Context: an optimization exercise on an open-source flow, tuned for small area and a short achievable clock period. The choices shown serve that exercise and are no tape-out recipe.
Where RTL was checked, it was by simulation tests only, not by an equivalence proof against the original.
The clock port is modelled as an ideal driver, which makes a skipped or thinned clock tree look cheaper than it is; a real chip needs a root buffer or a tree.
Power and IR drop assume default switching activity.

== run 1 ==
==> module sync_fifo, before the edit <==
module sync_fifo #(
    parameter WIDTH = 32,
    parameter DEPTH = 8,
    parameter ADDR_WIDTH = $clog2(DEPTH)
)(
    i_clk,
    i_rstn,
    i_wren,
    i_rden,
    i_wdata,
    o_rdata,
    o_empty,
    o_full
);
    input           i_clk;
    input           i_rstn;
    input           i_wren;
    input           i_rden;
    input [31:0]    i_wdata;
    output [31:0]   o_rdata;
    output          o_empty;
    output          o_full;
    reg  [31:0] head;            
    reg  [31:0] mem [0:6];       
    reg         nempty;          
    reg         nempty_h;        
    reg         one;             
    reg         full;            
    reg         nempty_o;        
    reg         full_o;          
    reg  [6:0]  rsel;            
    reg  [6:0]  wslot;           
    wire        empty = ~nempty;
    wire [6:0] rnx = {rsel[3], rsel[6], rsel[2], rsel[1], rsel[5], rsel[0], rsel[4]};
    wire [6:0] wnx = {wslot[3], wslot[6], wslot[2], wslot[1], wslot[5], wslot[0], wslot[4]};
    wire       two   = |(rnx & wslot);       
    wire       seven = |(rsel & wnx);        
    wire [1:0] hold;     
    wire [1:0] sel_w;    
    wire [6:0] sel_m  [0:1];    
    wire [6:0] mem_we [0:1];    
    genvar g, h;
    generate
        for (h = 0; h < 2; h = h + 1) begin : g_half
            sync_fifo_andn2 u_hold (.a(nempty_h), .b(i_rden), .y(hold[h]));
            sync_fifo_a21bo u_selw (.a1(one), .a2(i_rden), .b1n(nempty_h), .y(sel_w[h]));
            for (g = 0; g < 7; g = g + 1) begin : g_gate
                sync_fifo_and2 u_selm (.a(i_rden), .b(rsel[g]),  .y(sel_m[h][g]));
                sync_fifo_and2 u_we   (.a(i_wren), .b(wslot[g]), .y(mem_we[h][g]));
            end
        end
    endgenerate
    wire       nempty_n  = i_wren | ~sel_w[0];
    wire       one_n     = (empty & i_wren) | (one & (i_wren == i_rden)) | (two & i_rden & ~i_wren);
    wire       full_n    = ~i_rden & (full | (i_wren & seven));
    wire       nempty_on;
    wire       nempty_hn;
    wire       full_on;
    sync_fifo_orn2   u_ne_o (.a(i_wren), .b(sel_w[0]), .y(nempty_on));
    sync_fifo_orn2   u_ne_h (.a(i_wren), .b(sel_w[0]), .y(nempty_hn));
    sync_fifo_fullnx u_fu_o (.rd(i_rden), .wr(i_wren), .full(full), .seven(seven), .y(full_on));
    wire [6:0] rsel_n  = i_rden ? (rnx & ~{7{two & ~i_wren}})
                                : (rsel | ({7{i_wren & one}} & wslot));
    wire [6:0] wslot_n = i_wren ? (nempty ? wnx : 7'b0000001)
                                : (wslot & ~{7{i_rden & one}});
    wire [31:0] head_nx;
    generate
        for (g = 0; g < 32; g = g + 1) begin : g_head
            wire y0, y1, y2;
            sync_fifo_aoi222 u0 (.a1(hold[g/16]), .b1(head[g]), .a2(sel_w[g/16]), .b2(i_wdata[g]), .a3(sel_m[g/16][0]), .b3(mem[0][g]), .y(y0));
            sync_fifo_aoi222 u1 (.a1(sel_m[g/16][1]), .b1(mem[1][g]), .a2(sel_m[g/16][2]), .b2(mem[2][g]), .a3(sel_m[g/16][3]), .b3(mem[3][g]), .y(y1));
            sync_fifo_aoi222 u2 (.a1(sel_m[g/16][4]), .b1(mem[4][g]), .a2(sel_m[g/16][5]), .b2(mem[5][g]), .a3(sel_m[g/16][6]), .b3(mem[6][g]), .y(y2));
            sync_fifo_nand3  u3 (.a(y0), .b(y1), .c(y2), .y(head_nx[g]));
        end
    endgenerate
    always @(posedge i_clk) begin
        head <= head_nx;
    end
    generate
        for (g = 0; g < 7; g = g + 1) begin : g_mem
            always @(posedge i_clk)
                if (mem_we[0][g])
                    mem[g][15:0] <= i_wdata[15:0];
            always @(posedge i_clk)
                if (mem_we[1][g])
                    mem[g][31:16] <= i_wdata[31:16];
        end
    endgenerate
    always @(posedge i_clk or negedge i_rstn) begin
        if (!i_rstn) begin
            nempty   <= 1'b0;
            nempty_h <= 1'b0;
            one      <= 1'b0;
            full     <= 1'b0;
            nempty_o <= 1'b0;
            full_o   <= 1'b0;
            rsel     <= 7'b0;
            wslot    <= 7'b0;
        end else begin
            nempty   <= nempty_n;
            nempty_h <= nempty_hn;
            one      <= one_n;
            full     <= full_n;
            nempty_o <= nempty_on;
            full_o   <= full_on;
            rsel     <= rsel_n;
            wslot    <= wslot_n;
        end
    end
    assign o_rdata = head;
    assign o_empty = ~nempty_o;
    assign o_full  = full_o;
endmodule
Settings: LEC_CHECK=0, CAP_MARGIN=20, CORE_MARGIN=2, CORE_UTILIZATION=40, SETUP_SLACK_MARGIN=2.05, SLEW_MARGIN=20, SYNTH_HIERARCHICAL=1, SYNTH_MINIMUM_KEEP_SIZE=0; clock period 3.6 ns.
standard.sh (not shown) runs the stock make flow with config.mk's settings and CLKGATE_MAP_FILE= SYNTH_SCRIPT=/design/flow/synth_recipe.tcl, a recipe that flattens the netlist after the stock synthesis.
==> flow/flow/run.sh <==
#!/bin/bash
# Own layout flow: the standard flow (standard.sh) with a hand-built
# two-level clock tree (flow/mcts.tcl) in place of TritonCTS, and small
# port buffers. Each step's full output goes to a log file in this folder;
# ORFS's per-step logs are under orfs/logs/.
set -euo pipefail
W=$(pwd)
EXTRA=(
  "BUFFER_PORTS_ARGS=-buffer_cell sky130_fd_sc_hd__buf_2"
  "PRE_CTS_TCL=$W/flow/mcts.tcl"
)
bash standard.sh "${EXTRA[@]}" synth > synth.log 2>&1
bash standard.sh "${EXTRA[@]}" finish > layout.log 2>&1
Other scripts of this flow, unchanged in this note and not shown: flow/flow/mcts.tcl
Input changes introduced in run 2 (baseline for comparison: run 1):
--- a/flow/design.v
+++ b/flow/design.v
@@ -23,6 +23,8 @@
     output          o_full;
     reg  [31:0] head;            
     reg  [31:0] mem [0:6];       
+    reg  [2:0]  rptr;            
+    reg  [2:0]  wptr;            
     reg         nempty;          
     reg         nempty_h;        
     reg         one;             
@@ -32,15 +34,20 @@
     reg  [6:0]  rsel;            
     reg  [6:0]  wslot;           
     wire        empty = ~nempty;
-    wire [6:0] rnx = {rsel[3], rsel[6], rsel[2], rsel[1], rsel[5], rsel[0], rsel[4]};
-    wire [6:0] wnx = {wslot[3], wslot[6], wslot[2], wslot[1], wslot[5], wslot[0], wslot[4]};
-    wire       two   = |(rnx & wslot);       
-    wire       seven = |(rsel & wnx);        
+    function [2:0] lfsr_next;
+        input [2:0] s;
+        lfsr_next = {s[1:0], ~(s[2] ^ s[1])};
+    endfunction
+    wire [2:0] rptr_nx = lfsr_next(rptr);
+    wire [2:0] wptr_nx = lfsr_next(wptr);
+    wire       two   = (wptr == rptr_nx);    
+    wire       seven = (rptr == wptr_nx);    
+    genvar g;
     wire [1:0] hold;     
     wire [1:0] sel_w;    
     wire [6:0] sel_m  [0:1];    
     wire [6:0] mem_we [0:1];    
-    genvar g, h;
+    genvar h;
     generate
         for (h = 0; h < 2; h = h + 1) begin : g_half
             sync_fifo_andn2 u_hold (.a(nempty_h), .b(i_rden), .y(hold[h]));
@@ -51,6 +58,10 @@
             end
         end
     endgenerate
+    wire       rd_adv    = i_rden & (~one | i_wren);
+    wire       wr_adv    = i_wren & nempty;
+    wire [2:0] rptr_n    = rd_adv ? rptr_nx : rptr;
+    wire [2:0] wptr_n    = wr_adv ? wptr_nx : wptr;
     wire       nempty_n  = i_wren | ~sel_w[0];
     wire       one_n     = (empty & i_wren) | (one & (i_wren == i_rden)) | (two & i_rden & ~i_wren);
     wire       full_n    = ~i_rden & (full | (i_wren & seven));
@@ -60,10 +71,14 @@
     sync_fifo_orn2   u_ne_o (.a(i_wren), .b(sel_w[0]), .y(nempty_on));
     sync_fifo_orn2   u_ne_h (.a(i_wren), .b(sel_w[0]), .y(nempty_hn));
     sync_fifo_fullnx u_fu_o (.rd(i_rden), .wr(i_wren), .full(full), .seven(seven), .y(full_on));
-    wire [6:0] rsel_n  = i_rden ? (rnx & ~{7{two & ~i_wren}})
-                                : (rsel | ({7{i_wren & one}} & wslot));
-    wire [6:0] wslot_n = i_wren ? (nempty ? wnx : 7'b0000001)
-                                : (wslot & ~{7{i_rden & one}});
+    wire [6:0] rsel_n;
+    wire [6:0] wslot_n;
+    generate
+        for (g = 0; g < 7; g = g + 1) begin : g_rsel
+            assign rsel_n[g]  = nempty_n & ~one_n & (rptr_n == g);
+            assign wslot_n[g] = nempty_n & (wptr_n == g);
+        end
+    endgenerate
     wire [31:0] head_nx;
     generate
         for (g = 0; g < 32; g = g + 1) begin : g_head
@@ -89,24 +104,28 @@
     endgenerate
     always @(posedge i_clk or negedge i_rstn) begin
         if (!i_rstn) begin
+            rptr     <= 3'd0;
+            wptr     <= 3'd0;
             nempty   <= 1'b0;
             nempty_h <= 1'b0;
             one      <= 1'b0;
             full     <= 1'b0;
             nempty_o <= 1'b0;
             full_o   <= 1'b0;
-            rsel     <= 7'b0;
-            wslot    <= 7'b0;
         end else begin
+            rptr     <= rptr_n;
+            wptr     <= wptr_n;
             nempty   <= nempty_n;
             nempty_h <= nempty_hn;
             one      <= one_n;
             full     <= full_n;
             nempty_o <= nempty_on;
             full_o   <= full_on;
-            rsel     <= rsel_n;
-            wslot    <= wslot_n;
         end
+    end
+    always @(posedge i_clk) begin
+        rsel  <= rsel_n;
+        wslot <= wslot_n;
     end
     assign o_rdata = head;
     assign o_empty = ~nempty_o;
==> run summary <==
The higher design area of run 1 and run 2 is in run 2.
The lower sequential cell count of the final layout of run 1 and run 2 is in run 1.
Row final period demand of the worst path: run 2 lower / run 1 higher
The data arrival time of the critical path reported for run 2 is smaller than that of run 1 by 0.08 ns.
Taking run 1 as the reference, in run 2 cell count saw an increase, instance count of the mapped netlist higher, global-route usage has decreased, flip-flop and latch share of the layout cell area fell 0.25 points.
Across both runs, full die area was higher for run 2 than for run 1.
Compared with run 1, in run 2 internal portion of total power saw an increase; post-synth net total increased 16; met3 global-route usage rose by 0.21 points; post-synth design cell area climbed 190 sq um.
No run of this note included a check of the RTL's function; only the layout flow was run. In every run of this note, the design's own scripts or RTL, not TritonCTS, make the clock network.


The RTL this note starts from:
==> flow/design.v <==
`timescale 1ns/1ps
module sync_fifo #(
    parameter WIDTH = 32,
    parameter DEPTH = 8,
    parameter ADDR_WIDTH = $clog2(DEPTH)
)(
    i_clk,
    i_rstn,
    i_wren,
    i_rden,
    i_wdata,
    o_rdata,
    o_empty,
    o_full
);
    input           i_clk;
    input           i_rstn;
    input           i_wren;
    input           i_rden;
    input [31:0]    i_wdata;
    output [31:0]   o_rdata;
    output          o_empty;
    output          o_full;
    reg  [31:0] head;            
    reg  [31:0] mem [0:6];       
    reg  [2:0]  rptr;            
    reg  [2:0]  wptr;            
    reg         nempty;          
    reg         nempty_h;        
    reg         one;             
    reg         full;            
    reg         nempty_o;        
    reg         full_o;          
    reg  [6:0]  rsel;            
    reg  [6:0]  wslot;           
    wire        empty = ~nempty;
    function [2:0] lfsr_next;
        input [2:0] s;
        lfsr_next = {s[1:0], ~(s[2] ^ s[1])};
    endfunction
    wire [2:0] rptr_nx = lfsr_next(rptr);
    wire [2:0] wptr_nx = lfsr_next(wptr);
    wire       two   = (wptr == rptr_nx);    
    wire       seven = (rptr == wptr_nx);    
    genvar g;
    wire       hold;     
    wire       sel_w;    
    wire [6:0] sel_m;    
    wire [6:0] mem_we;   
    sync_fifo_andn2 u_hold  (.a(nempty_h), .b(i_rden), .y(hold));
    sync_fifo_a21bo u_selw  (.a1(one), .a2(i_rden), .b1n(nempty_h), .y(sel_w));
    generate
        for (g = 0; g < 7; g = g + 1) begin : g_gate
            sync_fifo_and2 u_selm (.a(i_rden), .b(rsel[g]),  .y(sel_m[g]));
            sync_fifo_and2 u_we   (.a(i_wren), .b(wslot[g]), .y(mem_we[g]));
        end
    endgenerate
    wire       rd_adv    = i_rden & (~one | i_wren);
    wire       wr_adv    = i_wren & nempty;
    wire [2:0] rptr_n    = rd_adv ? rptr_nx : rptr;
    wire [2:0] wptr_n    = wr_adv ? wptr_nx : wptr;
    wire       nempty_n  = i_wren | ~sel_w;
    wire       one_n     = (empty & i_wren) | (one & (i_wren == i_rden)) | (two & i_rden & ~i_wren);
    wire       full_n    = ~i_rden & (full | (i_wren & seven));
    wire       nempty_on;
    wire       nempty_hn;
    wire       full_on;
    sync_fifo_orn2   u_ne_o (.a(i_wren), .b(sel_w), .y(nempty_on));
    sync_fifo_orn2   u_ne_h (.a(i_wren), .b(sel_w), .y(nempty_hn));
    sync_fifo_fullnx u_fu_o (.rd(i_rden), .wr(i_wren), .full(full), .seven(seven), .y(full_on));
    wire [6:0] rsel_n;
    wire [6:0] wslot_n;
    generate
        for (g = 0; g < 7; g = g + 1) begin : g_rsel
            assign rsel_n[g]  = nempty_n & ~one_n & (rptr_n == g);
            assign wslot_n[g] = nempty_n & (wptr_n == g);
        end
    endgenerate
    wire [31:0] head_nx;
    generate
        for (g = 0; g < 32; g = g + 1) begin : g_head
            wire y0, y1, y2;
            sync_fifo_aoi222 u0 (.a1(hold), .b1(head[g]), .a2(sel_w), .b2(i_wdata[g]), .a3(sel_m[0]), .b3(mem[0][g]), .y(y0));
            sync_fifo_aoi222 u1 (.a1(sel_m[1]), .b1(mem[1][g]), .a2(sel_m[2]), .b2(mem[2][g]), .a3(sel_m[3]), .b3(mem[3][g]), .y(y1));
            sync_fifo_aoi222 u2 (.a1(sel_m[4]), .b1(mem[4][g]), .a2(sel_m[5]), .b2(mem[5][g]), .a3(sel_m[6]), .b3(mem[6][g]), .y(y2));
            sync_fifo_nand3  u3 (.a(y0), .b(y1), .c(y2), .y(head_nx[g]));
        end
    endgenerate
    always @(posedge i_clk) begin
        head <= head_nx;
    end
    generate
        for (g = 0; g < 7; g = g + 1) begin : g_mem
            always @(posedge i_clk)
                if (mem_we[g])
                    mem[g] <= i_wdata;
        end
    endgenerate
    always @(posedge i_clk or negedge i_rstn) begin
        if (!i_rstn) begin
            rptr     <= 3'd0;
            wptr     <= 3'd0;
            nempty   <= 1'b0;
            nempty_h <= 1'b0;
            one      <= 1'b0;
            full     <= 1'b0;
            nempty_o <= 1'b0;
            full_o   <= 1'b0;
        end else begin
            rptr     <= rptr_n;
            wptr     <= wptr_n;
            nempty   <= nempty_n;
            nempty_h <= nempty_hn;
            one      <= one_n;
            full     <= full_n;
            nempty_o <= nempty_on;
            full_o   <= full_on;
        end
    end
    always @(posedge i_clk) begin
        rsel  <= rsel_n;
        wslot <= wslot_n;
    end
    assign o_rdata = head;
    assign o_empty = ~nempty_o;
    assign o_full  = full_o;
endmodule
module sync_fifo_aoi222 (
    input  a1, b1, a2, b2, a3, b3,
    output y
);
    assign y = ~((a1 & b1) | (a2 & b2) | (a3 & b3));
endmodule
module sync_fifo_nand3 (
    input  a, b, c,
    output y
);
    assign y = ~(a & b & c);
endmodule
module sync_fifo_and2 (
    input  a, b,
    output y
);
    assign y = a & b;
endmodule
module sync_fifo_andn2 (
    input  a, b,
    output y
);
    assign y = a & ~b;
endmodule
module sync_fifo_a21bo (
    input  a1, a2, b1n,
    output y
);
    assign y = (a1 & a2) | ~b1n;
endmodule
module sync_fifo_orn2 (
    input  a, b,
    output y
);
    assign y = a | ~b;
endmodule
module sync_fifo_fullnx (
    input  rd, wr, full, seven,
    output y
);
    assign y = ~rd & (full | (wr & seven));
endmodule
export LEC_CHECK = 0
export CAP_MARGIN = 20
export CORE_MARGIN = 2
export CORE_UTILIZATION = 40
export SETUP_SLACK_MARGIN = 2.05
export SLEW_MARGIN = 20
export SYNTH_HIERARCHICAL = 1
export SYNTH_MINIMUM_KEEP_SIZE = 0
create_clock -name core_clock -period 3.6 [get_ports {i_clk}]
Scripts as last shown in full above: flow/flow/run.sh
Other scripts of this flow, unchanged in this note and not shown: flow/flow/mcts.tcl
Then changed:
--- a/flow/design.v
+++ b/flow/design.v
@@ -29,23 +29,28 @@
     reg         nempty_h;        
     reg         one;             
     reg         full;            
     reg         nempty_o;        
     reg         full_o;          
     reg  [6:0]  rsel;            
-    reg  [6:0]  wslot;           
     wire        empty = ~nempty;
     function [2:0] lfsr_next;
         input [2:0] s;
         lfsr_next = {s[1:0], ~(s[2] ^ s[1])};
     endfunction
     wire [2:0] rptr_nx = lfsr_next(rptr);
     wire [2:0] wptr_nx = lfsr_next(wptr);
     wire       two   = (wptr == rptr_nx);    
     wire       seven = (rptr == wptr_nx);    
+    wire [6:0] wslot;
     genvar g;
+    generate
+        for (g = 0; g < 7; g = g + 1) begin : g_dec
+            assign wslot[g] = nempty & (wptr == g);
+        end
+    endgenerate
     wire       hold;     
     wire       sel_w;    
     wire [6:0] sel_m;    
     wire [6:0] mem_we;   
     sync_fifo_andn2 u_hold  (.a(nempty_h), .b(i_rden), .y(hold));
     sync_fifo_a21bo u_selw  (.a1(one), .a2(i_rden), .b1n(nempty_h), .y(sel_w));
@@ -55,28 +60,25 @@
             sync_fifo_and2 u_we   (.a(i_wren), .b(wslot[g]), .y(mem_we[g]));
         end
     endgenerate
     wire       rd_adv    = i_rden & (~one | i_wren);
     wire       wr_adv    = i_wren & nempty;
     wire [2:0] rptr_n    = rd_adv ? rptr_nx : rptr;
-    wire [2:0] wptr_n    = wr_adv ? wptr_nx : wptr;
     wire       nempty_n  = i_wren | ~sel_w;
     wire       one_n     = (empty & i_wren) | (one & (i_wren == i_rden)) | (two & i_rden & ~i_wren);
     wire       full_n    = ~i_rden & (full | (i_wren & seven));
     wire       nempty_on;
     wire       nempty_hn;
     wire       full_on;
     sync_fifo_orn2   u_ne_o (.a(i_wren), .b(sel_w), .y(nempty_on));
     sync_fifo_orn2   u_ne_h (.a(i_wren), .b(sel_w), .y(nempty_hn));
     sync_fifo_fullnx u_fu_o (.rd(i_rden), .wr(i_wren), .full(full), .seven(seven), .y(full_on));
     wire [6:0] rsel_n;
-    wire [6:0] wslot_n;
     generate
         for (g = 0; g < 7; g = g + 1) begin : g_rsel
-            assign rsel_n[g]  = nempty_n & ~one_n & (rptr_n == g);
-            assign wslot_n[g] = nempty_n & (wptr_n == g);
+            assign rsel_n[g] = nempty_n & ~one_n & (rptr_n == g);
         end
     endgenerate
     wire [31:0] head_nx;
     generate
         for (g = 0; g < 32; g = g + 1) begin : g_head
             wire y0, y1, y2;
@@ -105,24 +107,23 @@
             one      <= 1'b0;
             full     <= 1'b0;
             nempty_o <= 1'b0;
             full_o   <= 1'b0;
         end else begin
             rptr     <= rptr_n;
-            wptr     <= wptr_n;
+            if (wr_adv) wptr <= wptr_nx;
             nempty   <= nempty_n;
             nempty_h <= nempty_hn;
             one      <= one_n;
             full     <= full_n;
             nempty_o <= nempty_on;
             full_o   <= full_on;
         end
     end
     always @(posedge i_clk) begin
-        rsel  <= rsel_n;
-        wslot <= wslot_n;
+        rsel <= rsel_n;
     end
     assign o_rdata = head;
     assign o_empty = ~nempty_o;
     assign o_full  = full_o;
 endmodule
 module sync_fifo_aoi222 (
After rerunning:
- The changed run finished clean
- design area increases by 4.6%
- sequential share of layout area decreases by 4.4 points
- total power increases by 3.3%
- maximum frequency decreases by 2.8%
- final cell count increases by 4.3%
- worst setup slack gets worse by 0.046 ns
- die area decreases by 0.64%
- routed wire length increases by 13%
- global-route usage increases by 1.5 points
- clock skew increases by 0.0059 ns
- register-to-register slack gets worse by 0.06 ns
- synthesized area decreases by 0.66%
- via count increases by 6.8%
- synthesized cell count decreases by 0.99%
The RTL of the second run of this note was laid out without a check of its function. In every run of this note, the design's own scripts or RTL, not TritonCTS, make the clock network.

==> what the ideal ports hide <==
No port has a modelled driver above. Below, the same layouts with a new extraction and two added sets of constraints. Step 1 sets driving cells, clkbuf_16 on the clock port and buf_2 on the other inputs (assumed; they add their load-dependent delay and slew). Step 2 adds t to the input delays and takes it off the output delays; t is the mean of the earliest and latest rising clock arrival at the registers after step 1. Input paths then give back, and output paths get back, about the clock's delay inside the block. a / b / c = ideal / step 1 / step 2; a / b = the first two.
| run | t (ns) | setup WS [ns] | worst register clock-pin slew, ns |
|---|---|---|---|
| run 1 | 0.391 | 1.923 / 1.923 / 1.573 | 0.11 / 0.11 |
| run 2 | 0.396 | 1.994 / 1.957 / 1.581 | 0.11 / 0.11 |
| the first run of note 2 | 0.393 | 2.017 / 1.952 / 1.608 | 0.11 / 0.11 |
| the second run of note 2 | 0.397 | 1.971 / 1.942 / 1.551 | 0.11 / 0.11 |
After both steps every run listed still meets setup and hold. The setup slack of the second run of note 2, which loses most, moves by -0.029 ns with the drivers and by -0.420 ns with both steps.
